From an optimization exercise on the open Yosys and OpenROAD flow, aimed at small area; shortcuts taken in it are not production practice.
In this exercise RTL edits were held to simulation tests only and were not proved equivalent to the original.
No run shown here takes its clock network from TritonCTS; it comes from the design's own scripts or RTL.
The clock input has no modelled driver; a real chip could not lean on it and would need a root buffer or a full tree.
Power figures rest on the tool's default switching activity, not on a simulated workload.

==> flow/design.v <==
module DeBounce #(
    parameter bit LAST_ROW = 1'b0    
) (
    input  logic       clk,
    input  logic       n_reset,
    input  logic       button_in,
    input  logic       cvalid,      
    input  logic [1:0] cidx,        
    output logic       DB_out,
    output logic [2:0] col          
);
    logic        DFF1, DFF2;
    logic [4:0]  qL;
    logic        q5;
    logic [13:0] hc;
    wire q_reset = DFF1 ^ DFF2;
    wire start   = q5 & DFF2 & ~DB_out;
    wire hc_end  = (hc == 14'b10000011110110);
    wire [13:0] hc_step = {~hc[12:0], hc[0] ^ hc[4] ^ hc[13]};
    wire [4:0] q_step = {~qL[3:0], qL[1] ^ qL[4] ^ (qL[3:0] == 4'b0101)};
    always_ff @(posedge clk or negedge n_reset) begin
        if (!n_reset) begin
            DFF1   <= 1'b0;
            DFF2   <= 1'b0;
            qL     <= 5'd0;
            q5     <= 1'b0;
            DB_out <= 1'b0;
        end else begin
            DFF1 <= button_in;
            DFF2 <= DFF1;
            if (q_reset) begin
                qL <= 5'd0;
                q5 <= 1'b0;
            end else begin
                qL <= q_step;
                q5 <= q5 | (&qL);
            end
            if (start)
                DB_out <= 1'b1;
            else if (hc_end)
                DB_out <= 1'b0;
        end
    end
    generate
        if (LAST_ROW) begin : g_last
            logic [1:0] cc;
            always_ff @(posedge clk)
                if (start) cc <= cvalid ? cidx : 2'd3;
            assign col = {cc != 2'd3, cc};
        end else begin : g_row
            logic [2:0] cc;
            always_ff @(posedge clk)
                if (start) cc <= {cvalid, cidx};
            assign col = cc;
        end
    endgenerate
    always_ff @(posedge clk) begin
        if (start)
            hc <= 14'd0;
        else
            hc <= hc_step;
    end
endmodule
module disp_dec (
    input  logic [3:0] w,
    output logic [6:0] d
);
    always_comb begin
        case (w)
            4'h0: d = 7'b1111110;
            4'h1: d = 7'b0110000;
            4'h2: d = 7'b1101101;
            4'h3: d = 7'b1111001;
            4'h4: d = 7'b0110011;
            4'h5: d = 7'b1011011;
            4'h6: d = 7'b1011111;
            4'h7: d = 7'b1110000;
            4'h8: d = 7'b1111111;
            4'h9: d = 7'b1111011;
            default: d = 7'bxxxxxxx;
        endcase
    end
endmodule
module mux (
    input  logic [1:0] ai,
    input  logic [4:0] hm,
    input  logic [6:0] l,
    output logic [3:0] w
);
    logic [6:0] v;
    always_comb begin
        v = ai[1] ? {2'b00, hm} : l;
        w = ai[0] ? 4'(v / 7'd10) : 4'(v % 7'd10);
    end
endmodule
module timebase (
    input  logic clk,
    input  logic n_reset,
    output logic col_move,
    output logic disp_move
);
    logic [4:0] c27;
    logic [4:0] c19;
    logic [6:0] c100;
    wire e27  = (c27  == 5'b00101);     
    wire e19  = (c19  == 5'b10111);     
    wire e100 = (c100 == 7'b1111010);   
    always_ff @(posedge clk or negedge n_reset) begin
        if (!n_reset) begin
            c27  <= 5'd0;
            c19  <= 5'd0;
            c100 <= 7'd0;
        end else begin
            c27  <= e27  ? 5'd0 : {~c27[3:0], c27[1] ^ c27[4]};
            c19  <= e19  ? 5'd0 : {~c19[3:0], c19[0] ^ c19[4]};
            c100 <= e100 ? 7'd0 : {~c100[5:0], c100[0] ^ c100[6]};
        end
    end
    assign col_move  = e27 & e19;
    assign disp_move = e27 & e100;
endmodule
module disp_controller (
    input  logic       clk,
    input  logic       n_reset,
    input  logic       disp_move,
    output logic [1:0] ai,
    output logic [3:0] a
);
    always_ff @(posedge clk or negedge n_reset) begin
        if (!n_reset)
            ai <= 2'd0;
        else if (disp_move)
            ai <= ai + 2'd1;
    end
    assign a = 4'b0001 << ai;
endmodule
module lecture (
    input  logic       clk,
    input  logic       n_reset,
    input  logic [3:0] filas_raw,
    input  logic       col_move,
    output logic [3:0] columnas,
    output logic [3:0] sample,
    output logic       ev           
);
    logic       cvalid;
    logic [1:0] cidx;
    logic [3:0] db;
    logic [2:0] cl [4];
    columnas_fsm fsm (.clk(clk), .n_reset(n_reset), .col_move(col_move), .cvalid(cvalid), .cidx(cidx), .columnas(columnas));
    genvar g;
    generate
        for (g = 0; g < 4; g++) begin : row
            DeBounce #(.LAST_ROW(g == 0)) db_i (
                .clk(clk), .n_reset(n_reset), .button_in(filas_raw[g]),
                .cvalid(cvalid), .cidx(cidx),
                .DB_out(db[g]), .col(cl[g])
            );
        end
    endgenerate
    logic       one;
    logic [1:0] r;
    logic       v;
    logic [1:0] c;
    logic [3:0] key;
    always_comb begin
        one = 1'b0; r = 2'd0; v = 1'b0; c = 2'd0;
        case (db)
            4'b1000: begin one = 1'b1; r = 2'd0; {v, c} = cl[3]; end
            4'b0100: begin one = 1'b1; r = 2'd1; {v, c} = cl[2]; end
            4'b0010: begin one = 1'b1; r = 2'd2; {v, c} = cl[1]; end
            4'b0001: begin one = 1'b1; r = 2'd3; {v, c} = cl[0]; end
            default: ;
        endcase
        key = 4'b1111;
        if (one && v) begin
            case ({r, c})
                4'b00_00: key = 4'd1;
                4'b00_01: key = 4'd2;
                4'b00_10: key = 4'd3;
                4'b00_11: key = 4'd10;
                4'b01_00: key = 4'd4;
                4'b01_01: key = 4'd5;
                4'b01_10: key = 4'd6;
                4'b01_11: key = 4'd11;
                4'b10_00: key = 4'd7;
                4'b10_01: key = 4'd8;
                4'b10_10: key = 4'd9;
                4'b10_11: key = 4'd12;
                4'b11_00: key = 4'd13;
                4'b11_01: key = 4'd0;
                4'b11_10: key = 4'd14;
                default:  key = 4'b1111;
            endcase
        end
    end
    always_ff @(posedge clk or negedge n_reset) begin
        if (!n_reset) begin
            sample <= 4'b1111;
            ev     <= 1'b0;
        end else begin
            sample <= key;
            ev     <= (key != sample) && (key != 4'b1111);
        end
    end
endmodule
module columnas_fsm (
    input  logic       clk,
    input  logic       n_reset,
    input  logic       col_move,
    output logic       cvalid,
    output logic [1:0] cidx,
    output logic [3:0] columnas
);
    always_ff @(posedge clk or negedge n_reset) begin
        if (!n_reset) begin
            cvalid <= 1'b0;
            cidx   <= 2'd0;
        end else if (col_move) begin
            cvalid <= 1'b1;
            cidx   <= cidx + {1'b0, cvalid};
        end
    end
    assign columnas = cvalid ? (4'b1000 >> cidx) : 4'b0000;
endmodule
module sume (
    input  logic        clk,
    input  logic        n_reset,
    input  logic [3:0]  sample,
    input  logic        ev,
    output logic [4:0]  hm,      
    output logic [6:0]  l,
    output logic [3:0]  debug
);
    logic [2:0] state;
    logic [4:0] HM;
    logic [6:0] L;
    logic [1:0] cls;    
    logic [4:0] sHM;
    logic [6:0] sL;
    assign debug = {1'b1, ~state};
    wire [3:0] s = sample;
    wire first = (state == 3'd0);
    wire p_h = (state == 3'd0) || (state == 3'd3);
    wire p_t = (state == 3'd1) || (state == 3'd4);
    wire p_u = (state == 3'd2) || (state == 3'd5);
    logic [6:0] bL;
    logic [4:0] bHM;
    logic [7:0] l1;
    logic [6:0] l2, l3;
    logic [1:0] c;
    logic [4:0] hm2, hm3;
    logic       r, b;
    logic [1:0] cls_n;
    always_comb begin
        bL  = first ? 7'd0 : L;
        bHM = first ? 5'd0 : HM;
        l1 = {1'b0, bL} + (p_t ? {s, 3'b000} + {3'b000, s, 1'b0} : p_u ? {4'd0, s} : 8'd0);
        if (l1 >= 8'd200)      begin c = 2'd2; l2 = 7'(l1 - 8'd200); end
        else if (l1 >= 8'd100) begin c = 2'd1; l2 = 7'(l1 - 8'd100); end
        else                   begin c = 2'd0; l2 = l1[6:0]; end
        hm2 = bHM + (p_h ? {1'b0, s} : {3'd0, c});
        r = p_u && ((cls == 2'b11) || (cls == 2'b01 && s >= 4'd4) || (cls == 2'b10 && s >= 4'd14));
        b = l2 < 7'd24;
        l3  = b ? l2 + 7'd76 : l2 - 7'd24;
        hm3 = hm2 - 5'd10 - {4'd0, b};
        if (!r) begin l3 = l2; hm3 = hm2; end
        if (p_h)
            cls_n = (s >= 4'd11) ? 2'b11 : (s == 4'd10) ? 2'b10 : (s == 4'd9) ? 2'b01 : 2'b00;
        else if (cls == 2'b01)
            cls_n = (s >= 4'd13) ? 2'b11 : (s == 4'd12) ? 2'b01 : (s == 4'd11) ? 2'b10 : 2'b00;
        else if (cls == 2'b10)
            cls_n = (s >= 4'd3) ? 2'b11 : (s == 4'd2) ? 2'b01 : (s == 4'd1) ? 2'b10 : 2'b00;
        else
            cls_n = cls;
    end
    always_ff @(posedge clk or negedge n_reset) begin
        if (!n_reset) begin
            state <= 3'd0;
            sHM <= 5'd0;
            sL  <= 7'd0;
        end else if (ev) begin
            state <= (state == 3'd6) ? 3'd0 : state + 3'd1;
            if (state == 3'd6) begin
                sHM <= HM;
                sL  <= L;
            end
        end
    end
    always_ff @(posedge clk) begin
        if (ev && state != 3'd6) begin
            HM <= hm3;
            L  <= l3;
        end
        if (ev && (p_h || p_t))
            cls <= cls_n;
    end
    assign hm = sHM;
    assign l  = sL;
endmodule
module top (
    input  logic       clk,
    input  logic       n_reset,
    input  logic [3:0] filas_raw,
    output logic [6:0] d,
    output logic [3:0] a,
    output logic [3:0] columnas,
    output logic [3:0] led
);
    logic [3:0]  sample;
    logic        ev;
    logic [4:0]  hm;
    logic [6:0]  l;
    logic [1:0]  ai;
    logic [3:0]  w;
    logic        col_move, disp_move;
    timebase tb_i (.clk(clk), .n_reset(n_reset), .col_move(col_move), .disp_move(disp_move));
    lecture lect (.clk(clk), .n_reset(n_reset), .filas_raw(filas_raw), .col_move(col_move),
                  .columnas(columnas), .sample(sample), .ev(ev));
    sume suma (.clk(clk), .n_reset(n_reset), .sample(sample), .ev(ev),
               .hm(hm), .l(l), .debug(led));
    disp_controller controller (.clk(clk), .n_reset(n_reset), .disp_move(disp_move), .ai(ai), .a(a));
    mux mux (.ai(ai), .hm(hm), .l(l), .w(w));
    disp_dec decoder (.w(w), .d(d));
endmodule
==> flow/flow/run.sh <==
#!/bin/bash
# Layout flow: the standard synthesis, then the combinational logic of
# the synthesized netlist is re-mapped by ABC for area (flip-flops untouched,
# same names and cell types), then the standard layout from floorplan on.
set -euo pipefail
HERE=$(pwd)
RES=$HERE/orfs/results/sky130hd/top/base
LIB=$FLOW_HOME/platforms/sky130hd/lib/sky130_fd_sc_hd__tt_025C_1v80.lib

# 1. standard synthesis (netlist only)
bash standard.sh $RES/1_2_yosys.v > synth_standard.log 2>&1
cp $RES/1_2_yosys.v $HERE/std_netlist.v

# 2. re-map combinational logic: ABC (&deepsyn then &nf) from 8 random
#    seeds, 4 at a time; the smallest netlist by cell area is kept
SEQ=$(tr '\n' ' ' < flow/seq_cells.txt)
for S in 1 2 3 4 5 6 7 8; do
  sed "s/@SEED@/$S/" flow/resynth.abc > resynth_$S.abc
  cat > resynth_$S.ys <<EOY
read_liberty -ignore_miss_func $LIB
blackbox $SEQ
read_verilog $HERE/std_netlist.v
hierarchy -top top
flatten
opt -full
abc -liberty $LIB -script $HERE/resynth_$S.abc -dont_use *lpflow* -dont_use *probe* -dont_use *diode* -dont_use *clkdly* -dont_use *dlygate*
opt_clean -purge
hilomap -singleton -hicell sky130_fd_sc_hd__conb_1 HI -locell sky130_fd_sc_hd__conb_1 LO
stat -liberty $LIB
write_verilog -noattr -nohex -nodec $HERE/resynth_$S.v
EOY
  yosys -s resynth_$S.ys > resynth_$S.log 2>&1 &
  if [[ $S == 4 ]]; then wait; fi
done
wait
BEST=""; BESTA=""
for S in 1 2 3 4 5 6 7 8; do
  A=$(grep "Chip area for module" resynth_$S.log | tail -1 | awk '{print $NF}')
  echo "seed $S area $A" >> resynth_pick.log
  if [[ -n "$A" && -s resynth_$S.v ]] && { [[ -z "$BESTA" ]] || awk "BEGIN{exit !($A < $BESTA)}"; }; then BEST=$S; BESTA=$A; fi
done
echo "picked seed $BEST area $BESTA" >> resynth_pick.log
cp resynth_$BEST.v $RES/1_2_yosys.v

# 3. standard layout on the re-mapped netlist, with the port buffer cell
#    from flow/port_buf.txt and the clock tree of flow/cts_hook.tcl
PORT_BUF=$(cat flow/port_buf.txt)
bash standard.sh "PRE_CTS_TCL=$HERE/flow/cts_hook.tcl" "BUFFER_PORTS_ARGS=-buffer_cell $PORT_BUF" finish > layout.log 2>&1
==> flow/flow/cts_cfg.txt <==
sky130_fd_sc_hd__buf_12 sky130_fd_sc_hd__clkbuf_4 122 5 9
==> flow/flow/cts_hook.tcl <==
# PRE_CTS_TCL hook: builds the clock tree with my_cts_build (my_cts.tcl)
# instead of TritonCTS, then finishes the CTS step as ORFS's cts.tcl does
# (legalize, timing repair, write 4_1_cts.odb / 4_cts.sdc) and exits.
# cts_cfg.txt: leaf buffer, root buffer, slew target (ps, estimated with
# placement parasitics), fewest and most leaves. The fewest leaves whose
# estimated worst clock-pin slew meets the target are used.
source [file join [file dirname [info script]] my_cts.tcl]
set f [open [file join [file dirname [info script]] cts_cfg.txt]]
lassign [split [string trim [read $f]]] leaf_buf root_buf target nl_min nl_max
close $f
set_propagated_clock [all_clocks]
for {set nl $nl_min} {$nl <= $nl_max} {incr nl} {
  my_cts_build $nl $leaf_buf $root_buf
  detailed_placement
  set w [my_cts_worst_slew]
  puts "my_cts: $nl leaves, estimated worst clock-pin slew $w ps"
  if {$w <= $target || $nl == $nl_max} break
  my_cts_undo
}
estimate_parasitics -placement
set_placement_padding -global \
  -left $::env(CELL_PAD_IN_SITES_DETAIL_PLACEMENT) \
  -right $::env(CELL_PAD_IN_SITES_DETAIL_PLACEMENT)
detailed_placement
estimate_parasitics -placement
repair_timing_helper
detailed_placement
check_placement -verbose
report_clock_skew
orfs_write_db $::env(RESULTS_DIR)/4_1_cts.odb
orfs_write_sdc $::env(RESULTS_DIR)/4_cts.sdc
exit
==> flow/flow/my_cts.tcl <==
# Clock tree built here instead of TritonCTS: the flip-flops are split into
# NLEAF groups by position (k-means) and each group gets one clock buffer
# placed at its centre; the clock port drives the NLEAF buffers. Every
# flip-flop is one buffer away from the port.
proc my_cts_build { nleaf master_name {root_name ""} } {
  set block [ord::get_db_block]
  set db [ord::get_db]
  set clk_net [$block findNet clk]
  set master [$db findMaster $master_name]
  set sinks {}
  foreach it [$clk_net getITerms] { lappend sinks $it }
  set n [llength $sinks]
  set xs {}; set ys {}
  foreach it $sinks {
    set b [[$it getInst] getBBox]
    lappend xs [expr {([$b xMin] + [$b xMax]) / 2.0}]
    lappend ys [expr {([$b yMin] + [$b yMax]) / 2.0}]
  }
  # k-means, seeded by sorting along x then y
  set order [lsort -real -indices $xs]
  set cx {}; set cy {}
  for {set k 0} {$k < $nleaf} {incr k} {
    set i [lindex $order [expr {int(($k + 0.5) * $n / $nleaf)}]]
    lappend cx [lindex $xs $i]; lappend cy [lindex $ys $i]
  }
  # balanced k-means: each group takes at most ceil(n/nleaf) flip-flops,
  # points are given to centres in order of increasing distance
  set cap [expr {($n + $nleaf - 1) / $nleaf}]
  for {set iter 0} {$iter < 30} {incr iter} {
    set pairs {}
    for {set i 0} {$i < $n} {incr i} {
      for {set k 0} {$k < $nleaf} {incr k} {
        set dx [expr {[lindex $xs $i] - [lindex $cx $k]}]
        set dy [expr {[lindex $ys $i] - [lindex $cy $k]}]
        lappend pairs [list [expr {$dx*$dx + $dy*$dy}] $i $k]
      }
    }
    set pairs [lsort -real -index 0 $pairs]
    for {set k 0} {$k < $nleaf} {incr k} { set sc($k) 0; set sx($k) 0.0; set sy($k) 0.0 }
    for {set i 0} {$i < $n} {incr i} { set a($i) -1 }
    set left $n
    foreach p $pairs {
      if {$left == 0} break
      lassign $p d i k
      if {$a($i) >= 0 || $sc($k) >= $cap} continue
      set a($i) $k; incr sc($k); incr left -1
      set sx($k) [expr {$sx($k) + [lindex $xs $i]}]
      set sy($k) [expr {$sy($k) + [lindex $ys $i]}]
    }
    set cx {}; set cy {}
    for {set k 0} {$k < $nleaf} {incr k} {
      lappend cx [expr {$sx($k) / max(1, $sc($k))}]; lappend cy [expr {$sy($k) / max(1, $sc($k))}]
    }
  }
  set asg {}
  for {set i 0} {$i < $n} {incr i} { lappend asg $a($i) }
  set drv_net $clk_net
  if {$root_name ne ""} {
    set rinst [odb::dbInst_create $block [$db findMaster $root_name] "clkbuf_root"]
    set rnet [odb::dbNet_create $block "clknet_root"]
    $rnet setSigType CLOCK
    [$rinst findITerm A] connect $clk_net
    [$rinst findITerm X] connect $rnet
    set mx 0.0; set my 0.0
    for {set k 0} {$k < $nleaf} {incr k} { set mx [expr {$mx + [lindex $cx $k] / $nleaf}]; set my [expr {$my + [lindex $cy $k] / $nleaf}] }
    $rinst setLocation [expr {int($mx)}] [expr {int($my)}]
    $rinst setPlacementStatus PLACED
    set drv_net $rnet
  }
  for {set k 0} {$k < $nleaf} {incr k} {
    set inst [odb::dbInst_create $block $master "clkbuf_leaf_$k"]
    set net [odb::dbNet_create $block "clknet_leaf_$k"]
    $net setSigType CLOCK
    [$inst findITerm A] connect $drv_net
    [$inst findITerm X] connect $net
    $inst setLocation [expr {int([lindex $cx $k])}] [expr {int([lindex $cy $k])}]
    $inst setPlacementStatus PLACED
    set leafnet($k) $net
  }
  for {set i 0} {$i < $n} {incr i} {
    set it [lindex $sinks $i]
    $it disconnect
    $it connect $leafnet([lindex $asg $i])
  }
  $clk_net setSigType CLOCK
  for {set k 0} {$k < $nleaf} {incr k} { puts "my_cts: leaf $k sinks $sc($k)" }
}

# Undo my_cts_build: every flip-flop back on the clock port net, the
# buffers and their nets removed.
proc my_cts_undo { } {
  set block [ord::get_db_block]
  set clk_net [$block findNet clk]
  foreach inst [$block getInsts] {
    set name [$inst getName]
    if {![string match "clkbuf_leaf_*" $name] && $name ne "clkbuf_root"} continue
    set onet [[$inst findITerm X] getNet]
    if {$onet ne "NULL"} {
      foreach it [$onet getITerms] {
        if {[$it getInst] eq $inst} continue
        $it disconnect
        $it connect $clk_net
      }
    }
    odb::dbInst_destroy $inst
    if {$onet ne "NULL"} { odb::dbNet_destroy $onet }
  }
}

# Worst slew (ps) at any flip-flop clock pin, with placement parasitics.
proc my_cts_worst_slew { } {
  estimate_parasitics -placement
  set worst 0
  foreach pin [all_registers -clock_pins -edge_triggered] {
    foreach e {rise fall} {
      foreach a {min max} {
        set ps [expr {[sta::time_ui_sta [get_property $pin slew_${a}_$e]] * 1e12}]
        if {$ps > $worst} { set worst $ps }
      }
    }
  }
  return $worst
}
==> flow/flow/port_buf.txt <==
sky130_fd_sc_hd__buf_1
==> flow/flow/resynth.abc <==
strash; &get -n; &deepsyn -T 60 -S @SEED@; &put; strash; &get -n; &dch -f; &nf -R 1000; &put
==> flow/flow/seq_cells.txt <==
sky130_fd_sc_hd__dfbbn_1
sky130_fd_sc_hd__dfbbn_2
sky130_fd_sc_hd__dfbbp_1
sky130_fd_sc_hd__dfrbp_1
sky130_fd_sc_hd__dfrbp_2
sky130_fd_sc_hd__dfrtn_1
sky130_fd_sc_hd__dfrtp_1
sky130_fd_sc_hd__dfrtp_2
sky130_fd_sc_hd__dfrtp_4
sky130_fd_sc_hd__dfsbp_1
sky130_fd_sc_hd__dfsbp_2
sky130_fd_sc_hd__dfstp_1
sky130_fd_sc_hd__dfstp_2
sky130_fd_sc_hd__dfstp_4
sky130_fd_sc_hd__dfxbp_1
sky130_fd_sc_hd__dfxbp_2
sky130_fd_sc_hd__dfxtp_1
sky130_fd_sc_hd__dfxtp_2
sky130_fd_sc_hd__dfxtp_4
sky130_fd_sc_hd__dlrbn_1
sky130_fd_sc_hd__dlrbn_2
sky130_fd_sc_hd__dlrbp_1
sky130_fd_sc_hd__dlrbp_2
sky130_fd_sc_hd__dlrtn_1
sky130_fd_sc_hd__dlrtn_2
sky130_fd_sc_hd__dlrtn_4
sky130_fd_sc_hd__dlrtp_1
sky130_fd_sc_hd__dlrtp_2
sky130_fd_sc_hd__dlrtp_4
sky130_fd_sc_hd__dlxbn_1
sky130_fd_sc_hd__dlxbn_2
sky130_fd_sc_hd__dlxbp_1
sky130_fd_sc_hd__dlxtn_1
sky130_fd_sc_hd__dlxtn_2
sky130_fd_sc_hd__dlxtn_4
sky130_fd_sc_hd__dlxtp_1
sky130_fd_sc_hd__edfxbp_1
sky130_fd_sc_hd__edfxtp_1
sky130_fd_sc_hd__lpflow_inputisolatch_1
sky130_fd_sc_hd__sdfbbn_1
sky130_fd_sc_hd__sdfbbn_2
sky130_fd_sc_hd__sdfbbp_1
sky130_fd_sc_hd__sdfrbp_1
sky130_fd_sc_hd__sdfrbp_2
sky130_fd_sc_hd__sdfrtn_1
sky130_fd_sc_hd__sdfrtp_1
sky130_fd_sc_hd__sdfrtp_2
sky130_fd_sc_hd__sdfrtp_4
sky130_fd_sc_hd__sdfsbp_1
sky130_fd_sc_hd__sdfsbp_2
sky130_fd_sc_hd__sdfstp_1
sky130_fd_sc_hd__sdfstp_2
sky130_fd_sc_hd__sdfstp_4
sky130_fd_sc_hd__sdfxbp_1
sky130_fd_sc_hd__sdfxbp_2
sky130_fd_sc_hd__sdfxtp_1
sky130_fd_sc_hd__sdfxtp_2
sky130_fd_sc_hd__sdfxtp_4
sky130_fd_sc_hd__sedfxbp_1
sky130_fd_sc_hd__sedfxbp_2
sky130_fd_sc_hd__sedfxtp_1
sky130_fd_sc_hd__sedfxtp_2
sky130_fd_sc_hd__sedfxtp_4
==> flow/standard.sh <==
#!/bin/bash
# synth_recipe.tcl (not shown) runs the flow's synth.tcl, then flattens the netlist and writes it again
# the make line also repeats each setting of config.mk as NAME=value (left out here)
make -C /OpenROAD-flow-scripts/flow DESIGN_CONFIG=/design/flow/config.mk WORK_HOME=/design/flow/orfs CLKGATE_MAP_FILE= SYNTH_SCRIPT=/design/flow/synth_recipe.tcl "${@:-finish}"
==> flow/config.mk <==
export PLATFORM = sky130hd
export DESIGN_NAME = top
export DESIGN_NICKNAME = top
export VERILOG_FILES = /design/flow/design.v
export SDC_FILE = /design/flow/constraint.sdc
export NUM_CORES = 4
export LEC_CHECK = 0
export CAP_MARGIN = 20
export CORE_MARGIN = 2
export CORE_UTILIZATION = 70
export SLEW_MARGIN = 20
==> flow/constraint.sdc <==
create_clock -name core_clock -period 12.0 [get_ports {clk}]
set_input_delay 2.4000 -clock core_clock [delete_from_list [all_inputs] [get_ports {clk}]]
set_output_delay 2.4000 -clock core_clock [all_outputs]
set_load 0.01 [all_outputs]
==> results of run 1 <==
[cell type report]
| cell class | count | area, µm² | share of cell area, % |
|---|---|---|---|
| Tap cell | 108 | 135 | 2.02 |
| Buffer | 7 | 128 | 1.91 |
| Multi-Input combinational cell | 427 | 2410 | 36.0 |
| Inverter | 27 | 101 | 1.51 |
| Sequential cell | 159 | 3830 | 57.2 |
| Timing Repair Buffer | 24 | 97.6 | 1.46 |
[path summary, 6_finish.rpt]
check / startpoint / to / slack, ns / depth (start not counted)
setup / recovery: suma.state[1]$_DFFE_PN0P_ / suma.HM[4]$_DFFE_PP_ / 4.66 / 34
hold / removal: lect.row[1].db_i.DFF1$_DFF_PN0_ / lect.row[1].db_i.DFF2$_DFF_PN0_ / 0.40 / 0
setup reg to reg: suma.state[1]$_DFFE_PN0P_ / suma.HM[4]$_DFFE_PP_ / 4.66 / 34
hold reg to reg: lect.row[1].db_i.DFF1$_DFF_PN0_ / lect.row[1].db_i.DFF2$_DFF_PN0_ / 0.40 / 0
max in group asynchronous: n_reset / lect.row[3].db_i.DFF1$_DFF_PN0_ / 9.21 / 2
min in group asynchronous: n_reset / lect.row[0].db_i.qL[2]$_DFF_PN0_ / 2.17 / 2
[flip-flops by register name, indices dropped and copies added, names as in the netlist, 2 cells and up]
| signal | flops |
|---|---|
| lect.row.db_i.q5 | 4 |
| tb_i.c100 | 7 |
| lect.sample | 4 |
| suma.sL | 7 |
| lect.row.db_i.qL | 20 |
| lect.row.db_i.g_last.cc | 2 |
| suma.L | 7 |
| lect.row.db_i.DFF2 | 4 |
| suma.state | 3 |
| controller.ai | 2 |
| lect.row.db_i.DFF1 | 4 |
| suma.HM | 5 |
| lect.row.db_i.g_row.cc | 9 |
| tb_i.c27 | 5 |
| tb_i.c19 | 5 |
| suma.sHM | 5 |
| lect.row.db_i.DB_out | 4 |
| lect.fsm.cidx | 2 |
| lect.row.db_i.hc | 56 |
| suma.cls | 2 |
[metal layers]
metal	routed length (µm)	global-route usage [%]	share of wire, %	vias up
li1	-	-	-	2165
met1	4910	31.2	44	2140
met2	5680	41.6	50	114
met3	449	1.48	4.0	28
met4	208	4.43	1.8	0
met5	0	0	0	-
[placed cells by master, fill, tap and decap left out, types with 3 or more instances in the layout]
cell	instances
nor3b_1	3
buf_1	22
o22ai_1	5
nand3_1	12
o31ai_1	3
nand4_1	5
xnor2_1	24
a21oi_1	37
dfstp_2	4
and3_1	4
and2_0	10
dfxtp_1	56
nor3_1	7
a41oi_1	4
nor2_1	117
o21ai_0	24
buf_12	6
dfrtp_1	74
edfxtp_1	25
a31oi_1	9
nor2b_1	9
nand2b_1	9
nand2_1	59
xor2_1	26
a211oi_1	4
nor4_1	8
a21o_1	3
mux2_1	10
or2_0	4
clkinv_1	27
[report_power, final]
part | internal, mW | switching, mW | leakage, nW
logic | 0.425 | 0.628 | 0.971
clock network | 0.0809 | 0.149 | 0.0610
registers | 0.766 | 0.122 | 1.70
total | 1.27 | 0.899 | 2.73
==> flow_summary.ini, run 1 <==
[outcome]
status = finished clean

[power_and_ir_drop]
p_per_area_nw_per_um2 = 324
finalPower_mw = 2.17
p_leak_nw = 2.73
peakVddDrop_mv = 0.182

[grt]
antenna_found_initial = 0
globalRouteTotalUtil_pct = 23.0
grt_overflow_total = 0
grt_pass1_wl_um = 19100
grt_max_degree = 79
first_global_vias = 4208

[sta]
final_hold_viol_count = 0
worst_slack_ns = 4.66
finalCritPeriodShare_pct = 61.1
fmax_mhz = 136
worst_pin_slew_ns = 1.03
rsz0062_at_grt = no
min_period_ns = 7.34
slew_headroom_pct = 31.3
timing.setup.tns_ns = 0
slew_violations = 0
setup_violations = 0
fin_worst_skew_ns = 0.00763
holdWs_ns = 0.404

[floorplan]
rows = 34
start_util_pct = 72.3
ios = 25
chipHeight_um = 99.1
core_area_um2 = 8760
die_w_um = 99.1
die_area_um2 = 9830

[placement]
numPortBuffers = 23
place_ws_ns = 4.81
dp_cells = 745
post_dp_cell_area_um2 = 6570
place_hpwl_um = 7950
place.gp.congestion = 0.903

[drt]
drc_errors = 0
ant_nets = 0
vias_per_cell = 5.91
drt-initial-drc-count = 229
dr.pass1.iters = 6
drt_wl_total_um = 11300
wl_per_cell_um = 15.0
vias = 4447

[worst_setup_path]
arrival_ns = 7.56
startpoint_type = flip-flop
crit_top_cell = a21oi_1
critPathKind = reg -> reg
worst_setup_path_end_kind = flip-flop
critical-path-top-delay-family = compound AO/OA/AOI/OAI gates
path_buf_inv = 2
critPathRequiredTime_ns = 12.23
critPathMaxFanout = 10
critPathMaxStageDelay_ns = 0.52
cp_slowest_cell = dfrtp_1

[clock_network]
cts_setup_buffers = 0
ctsHoldBuffers = 0
cts-resized-gates = 0
clock_latency_ns = 0.48
clkTransAtPathRegs_ns = 0.10

[synthesis]
postSynthAreaPerCell_um2 = 10.3
synth_cells = 613
syn_nets = 619
syn_area_um2 = 6340
synth_warnings = 10

[layout]
area_growth_pct = 5.73
fill_cells = 590
drive_gt1_share_pct = 2.17
fin_area_um2 = 6700
antenna_cells = 0
nNetsFinal = 652
postLayoutCoreUtil_pct = 76.4
stdcell_count = 752

[flow_run]
maxCapViolCount = 0

[min_path]
min_path_type = reg -> reg
==> inputs of run 2 (changes only) <==
--- a/flow/design.v
+++ b/flow/design.v
@@ -196,9 +196,11 @@
     end
+    logic [3:0] nsample;
+    assign sample = ~nsample;
     always_ff @(posedge clk or negedge n_reset) begin
         if (!n_reset) begin
-            sample <= 4'b1111;
+            nsample <= 4'b0000;
             ev     <= 1'b0;
         end else begin
-            sample <= key;
-            ev     <= (key != sample) && (key != 4'b1111);
+            nsample <= ~key;
+            ev      <= (key != sample) && (key != 4'b1111);
         end
--- a/flow/flow/run.sh
+++ b/flow/flow/run.sh
@@ -13,6 +13,6 @@
 
-# 2. re-map combinational logic: ABC (&deepsyn then &nf) from 8 random
+# 2. re-map combinational logic: ABC (&deepsyn then &nf) from 12 random
 #    seeds, 4 at a time; the smallest netlist by cell area is kept
 SEQ=$(tr '\n' ' ' < flow/seq_cells.txt)
-for S in 1 2 3 4 5 6 7 8; do
+for S in 1 2 3 4 5 6 7 8 9 10 11 12; do
   sed "s/@SEED@/$S/" flow/resynth.abc > resynth_$S.abc
@@ -32,3 +32,3 @@
   yosys -s resynth_$S.ys > resynth_$S.log 2>&1 &
-  if [[ $S == 4 ]]; then wait; fi
+  if (( S % 4 == 0 )); then wait; fi
 done
@@ -36,3 +36,3 @@
 BEST=""; BESTA=""
-for S in 1 2 3 4 5 6 7 8; do
+for S in 1 2 3 4 5 6 7 8 9 10 11 12; do
   A=$(grep "Chip area for module" resynth_$S.log | tail -1 | awk '{print $NF}')
==> run 2 against run 1 <==
Final area hardly changed. Combinational power fell by 14%. Clock skew grew 0.0057 ns. Clock power down 8.7%. Global-route usage is 0.81 points lower.
==> flow_summary.ini, run 2 <==
[worst_setup_path]
arrival_ns = 7.35
reg2reg_depth = 32
cp_slowest_cell = dfrtp_1
crit_top_cell = a21oi_1
critPathMaxFanout = 8
critPathMaxStageDelay_ns = 0.44
ff2ff_setup_slack_ns = 4.88
critPathRequiredTime_ns = 12.23
startpoint_type = flip-flop
critPathKind = reg -> reg
worst_setup_path_end_kind = flip-flop
r2r-start = suma.state[0]$_DFFE_PN0P_
timing.rr.end = suma.HM[4]$_DFFE_PP_

[min_path]
worstHoldPathCells = 0
whs_endpoint = lect.row[0].db_i.DFF2$_DFF_PN0_
min_from = lect.row[0].db_i.DFF1$_DFF_PN0_
min_path_type = reg -> reg

[sta]
holdWs_ns = 0.411
fin_worst_skew_ns = 0.0134
slew_headroom_pct = 33.8
finalCritPeriodShare_pct = 59.3
min_period_ns = 7.12
final_hold_viol_count = 0
slew_violations = 0
setup_violations = 0
fmax_mhz = 140
worst_pin_slew_ns = 0.990
rsz0062_at_grt = no
timing.setup.tns_ns = 0

[layout]
largest_reg_flops = 56
antenna_cells = 0
top_register = lect.row.db_i.hc
layout_commonest_cell = nor2_1
drive_gt1_share_pct = 1.53
postLayoutCoreUtil_pct = 76.5
area_growth_pct = 5.93
nNetsFinal = 662
final_cell_mix = nor2_1 (137), dfrtp_1 (78), dfxtp_1 (56), nand2_1 (49)
reg_top3 = lect.row.db_i.hc (56), lect.row.db_i.qL (20), lect.row.db_i.g_row.cc (9)

[grt]
globalRouteTotalUtil_pct = 22.2
grt_max_degree = 79
first_global_vias = 4182
grt_pass1_wl_um = 18500
antenna_found_initial = 0
grt_overflow_total = 0

[power_and_ir_drop]
p_sw_share_pct = 39.9
peakVddDrop_mv = 0.170
p_comb_share_pct = 45.2
switchingPower_mw = 0.800
sequentialPowerShare_pct = 44.3
p_int_mw = 1.20
p_clk_share_pct = 10.5
p_per_area_nw_per_um2 = 299
p_leak_nw = 2.70

[drt]
vias = 4394
drc_errors = 0
ant_nets = 0
vias_per_cell = 5.77
wl_per_cell_um = 13.9
drt-initial-drc-count = 249
dr.pass1.iters = 4
drt_wl_total_um = 10600

[clock_network]
clkTransAtPathRegs_ns = 0.12
ctsHoldBuffers = 0
cts-resized-gates = 0
clock_latency_ns = 0.47
cts_setup_buffers = 0

[floorplan]
die_w_um = 99.1
core_area_um2 = 8760
rows = 34
ios = 25
chipHeight_um = 99.1
start_util_pct = 72.2
die_area_um2 = 9820

[synthesis]
syn_area_um2 = 6330
postSynthAreaPerCell_um2 = 10.2
synth_warnings = 10
synth_cells = 622
syn_nets = 628

[placement]
numPortBuffers = 23
place_hpwl_um = 7860
place.gp.congestion = 0.868

[flow_run]
maxCapViolCount = 0

[outcome]
status = finished clean
## run 2: cell count changes in the layout (fill, tap and decap cells not counted), sizes merged, moves of 6 or more
| cell | before | now |
|---|---|---|
| and2 | 10 | 3 |
| clkinv | 27 | 34 |
| nand2 | 59 | 49 |
| nor2 | 118 | 137 |
| o21a | 1 | 8 |
| o22ai | 5 | 11 |
## run 2: layer usage
layer / GRT usage [%] / part of all wire (%) / vias up
met5: 0 / 0 / -
met4: 4.64 / 2.3 / 0
met3: 1.42 / 2.5 / 18
met2: 38.9 / 50 / 57
met1: 31.1 / 46 / 2101
li1: - / - / 2218
## run 2: layout make-up
class | count | area [µm²]
Multi-Input combinational cell | 429 | 2380
Buffer | 6 | 108
Sequential cell | 159 | 3820
Fill cell | 600 | 2060
Tap cell | 108 | 135
Timing Repair Buffer | 26 | 133
Inverter | 34 | 128
## run 2: worst max-delay path, delay by kind of cell (launching register included)
| kind | cells | cell delay [ns] |
|---|---|---|
| buffers and inverters | 3 | 0.37 |
| flip-flops | 1 | 0.44 |
| adder cells (fa/ha/maj) | 2 | 0.80 |
| AND/OR/NAND/NOR | 4 | 0.70 |
| XOR/XNOR | 4 | 0.84 |
| AO/OA/AOI/OAI | 19 | 3.73 |
## run 2: metrics by stage
stage	power [mW]	worst slack, ns	instances	instance area, µm²
2_1_floorplan	1.58	5.93	622	6330
3_5_place_dp	1.80	4.99	755	6570
6_report	2.00	4.88	762	6700
3_3_place_gp	1.75	5.61	755	6570
5_1_grt	2.17	4.30	762	6700
## run 2: how the worst max path moves through the flow
stage / from / endpoint / cells past startpoint
2_1_floorplan: suma.state[0]$_DFFE_PN0P_ / suma.HM[4]$_DFFE_PP_ / 32
3_3_place_gp: suma.state[0]$_DFFE_PN0P_ / suma.HM[4]$_DFFE_PP_ / 32
3_5_place_dp: suma.state[0]$_DFFE_PN0P_ / suma.HM[4]$_DFFE_PP_ / 32
5_1_grt: suma.state[0]$_DFFE_PN0P_ / suma.HM[4]$_DFFE_PP_ / 32
6_report: suma.state[0]$_DFFE_PN0P_ / suma.HM[4]$_DFFE_PP_ / 32
## run 2: power groups by stage
stage / combinational [mW] / sequential, mW / clock (mW)
after detailed placement: 0.901 / 0.895 / 0
after global routing: 1.03 / 0.909 / 0.233
final: 0.905 / 0.886 / 0.210
after global placement: 0.859 / 0.888 / 0
after floorplan: 0.728 / 0.856 / 0
==> inputs of run 3 (changes only) <==
--- a/flow/config.mk
+++ b/flow/config.mk
@@ -7,5 +7,5 @@
 export LEC_CHECK = 0
-export CAP_MARGIN = 20
+export CAP_MARGIN = 0
 export CORE_MARGIN = 2
 export CORE_UTILIZATION = 70
-export SLEW_MARGIN = 20
+export SLEW_MARGIN = 0
==> run 3 against run 2 <==
Still clean. Area after synthesis unchanged. Clock power hardly changed. Worst setup slack better by 0.0088 ns. First-iteration DRC count is 6.8% lower. Hold slack about the same. Sequential power hardly changed. Sequential share of layout area rose by 0.24 points. Total power shrank 0.17%.
==> flow_summary.ini, run 3 <==
[sta]
worst_pin_slew_ns = 0.990
setup_violations = 0
fin_worst_skew_ns = 0.0126
rsz0062_at_grt = no
timing.setup.tns_ns = 0
holdWs_ns = 0.411
final_hold_viol_count = 0
min_period_ns = 7.11
slew_violations = 0
fmax_mhz = 141
slew_headroom_pct = 33.8
worst_slack_ns = 4.89
finalCritPeriodShare_pct = 59.3

[floorplan]
die_area_um2 = 9820
core_area_um2 = 8760
rows = 34
chipHeight_um = 99.1
ios = 25
die_w_um = 99.1
start_util_pct = 72.2

[worst_setup_path]
critPathMaxFanout = 8
critPathMaxStageDelay_ns = 0.44
worst_setup_path_end_kind = flip-flop
startpoint_type = flip-flop
critPathRequiredTime_ns = 12.23
crit_top_cell = a21oi_1
cp_slowest_cell = dfrtp_1
arrival_ns = 7.34
critPathKind = reg -> reg

[clock_network]
cts-resized-gates = 0
ctsHoldBuffers = 0
clkTransAtPathRegs_ns = 0.12
cts_setup_buffers = 0
clock_latency_ns = 0.47

[power_and_ir_drop]
p_int_mw = 1.20
p_leak_nw = 2.68
p_per_area_nw_per_um2 = 299
sequentialPowerShare_pct = 44.3
p_sw_share_pct = 39.9
p_clk_share_pct = 10.5
finalPower_mw = 2.00
p_comb_share_pct = 45.2
switchingPower_mw = 0.797
peakVddDrop_mv = 0.170

[synthesis]
synth_cells = 622
postSynthAreaPerCell_um2 = 10.2
synth_warnings = 10
syn_area_um2 = 6330
syn_nets = 628

[layout]
postLayoutCoreUtil_pct = 76.2
antenna_cells = 0
stdcell_count = 761
final_cell_mix = nor2_1 (137), dfrtp_1 (78), dfxtp_1 (56), nand2_1 (49)
fin_area_um2 = 6680
top_register = lect.row.db_i.hc
fill_cells = 603
layout_commonest_cell = nor2_1
largest_reg_flops = 56
reg_top3 = lect.row.db_i.hc (56), lect.row.db_i.qL (20), lect.row.db_i.g_row.cc (9)
drive_gt1_share_pct = 1.38
nNetsFinal = 661
area_growth_pct = 5.50

[grt]
grt_max_degree = 79
grt_pass1_wl_um = 18500
grt_util_met1_pct = 31.1
grt_overflow_total = 0
use_met3_pct = 1.42
grt_most_used_layer = met2
first_global_vias = 4182
grt_use_met2_pct = 38.9
antenna_found_initial = 0
globalRouteTotalUtil_pct = 22.2

[min_path]
min_path_type = reg -> reg

[placement]
place.gp.congestion = 0.868
place_ws_ns = 4.99
dp_cells = 755
numPortBuffers = 23
post_dp_cell_area_um2 = 6570
place_hpwl_um = 7860

[drt]
drt_wl_total_um = 10500
ant_nets = 0
dr.pass1.iters = 4
vias_per_cell = 5.77
drc_errors = 0
wl_per_cell_um = 13.8
drt-initial-drc-count = 232
vias = 4393

[outcome]
status = finished clean

[flow_run]
maxCapViolCount = 0
run 3: cell count changes in the layout (fill, tap and decap cells not counted):
cell | previous run | this run
buf_16 | 1 | 0
run 3: worst max-delay path: cells and delay by family (launching register included):
| kind | cells | cell delay (ns) |
|---|---|---|
| adders and majority gates | 2 | 0.80 |
| AOI/OAI and AO/OA | 19 | 3.73 |
| DFF | 1 | 0.44 |
| and+or+nand+nor | 4 | 0.70 |
| xor gates and xnor gates | 4 | 0.84 |
| buffers and inverters | 3 | 0.37 |
run 3: final timing paths:
path / startpoint / endpoint / slack, ns / cells after the start
max in group asynchronous: n_reset / lect.row[3].db_i.q5$_DFF_PN0_ / 9.22 / 2
hold reg to reg: lect.row[1].db_i.DFF1$_DFF_PN0_ / lect.row[1].db_i.DFF2$_DFF_PN0_ / 0.41 / 0
min in group asynchronous: n_reset / lect.row[0].db_i.qL[0]$_DFF_PN0_ / 2.15 / 2
setup / recovery: suma.state[0]$_DFFE_PN0P_ / suma.HM[4]$_DFFE_PP_ / 4.89 / 32
setup reg to reg: suma.state[0]$_DFFE_PN0P_ / suma.HM[4]$_DFFE_PP_ / 4.89 / 32
hold / removal: lect.row[1].db_i.DFF1$_DFF_PN0_ / lect.row[1].db_i.DFF2$_DFF_PN0_ / 0.41 / 0
run 3: area by class of cell:
class                           count  area, µm²  area share, %
Sequential cell                   159       3820           57.3
Multi-Input combinational cell    429       2380           35.6
Tap cell                          108        135           2.02
Inverter                           34        128           1.91
Buffer                              6        108           1.61
Timing Repair Buffer               25        105           1.57
run 3: power groups by stage:
stage,logic [mW],clock network (mW),registers (mW)
2_1_floorplan,0.728,0,0.856
3_3_place_gp,0.859,0,0.888
3_5_place_dp,0.901,0,0.895
5_1_grt,1.03,0.233,0.909
6_report,0.904,0.209,0.885
run 3: metal layers:
metal,up-vias,wire length (µm)
li1,2213,-
met3,18,234
met2,51,5280
met4,0,243
met5,-,0
met1,2111,4760

static timing again, ports no longer ideal:
How much do the figures lean on ideal ports? The routed layouts below were timed once more, with nothing changed but the port constraints.
Step 1: set_driving_cell puts a clkbuf_16 on clk and a buf_2 on each other input, an assumption about the parent block.
Step 2 times the ports against the registers' clock, not the clock port: input delays grow and output delays shrink by t, the midpoint of the rising clock arrivals with the driver on.
a / b / c = ideal ports / drivers / drivers and shift; a / b = the first two.
| run | t (ns) | slack for setup (ns) | worst hold slack (ns) |
|---|---|---|---|
| run 1 | 0.504 | 4.664 / 4.664 / 4.664 | 0.404 / 0.404 / 0.404 |
| run 2 | 0.490 | 4.878 / 4.878 / 4.878 | 0.411 / 0.411 / 0.411 |
| run 3 | 0.491 | 4.887 / 4.887 / 4.887 | 0.411 / 0.411 / 0.411 |
After both steps setup and hold are still met in every run listed.
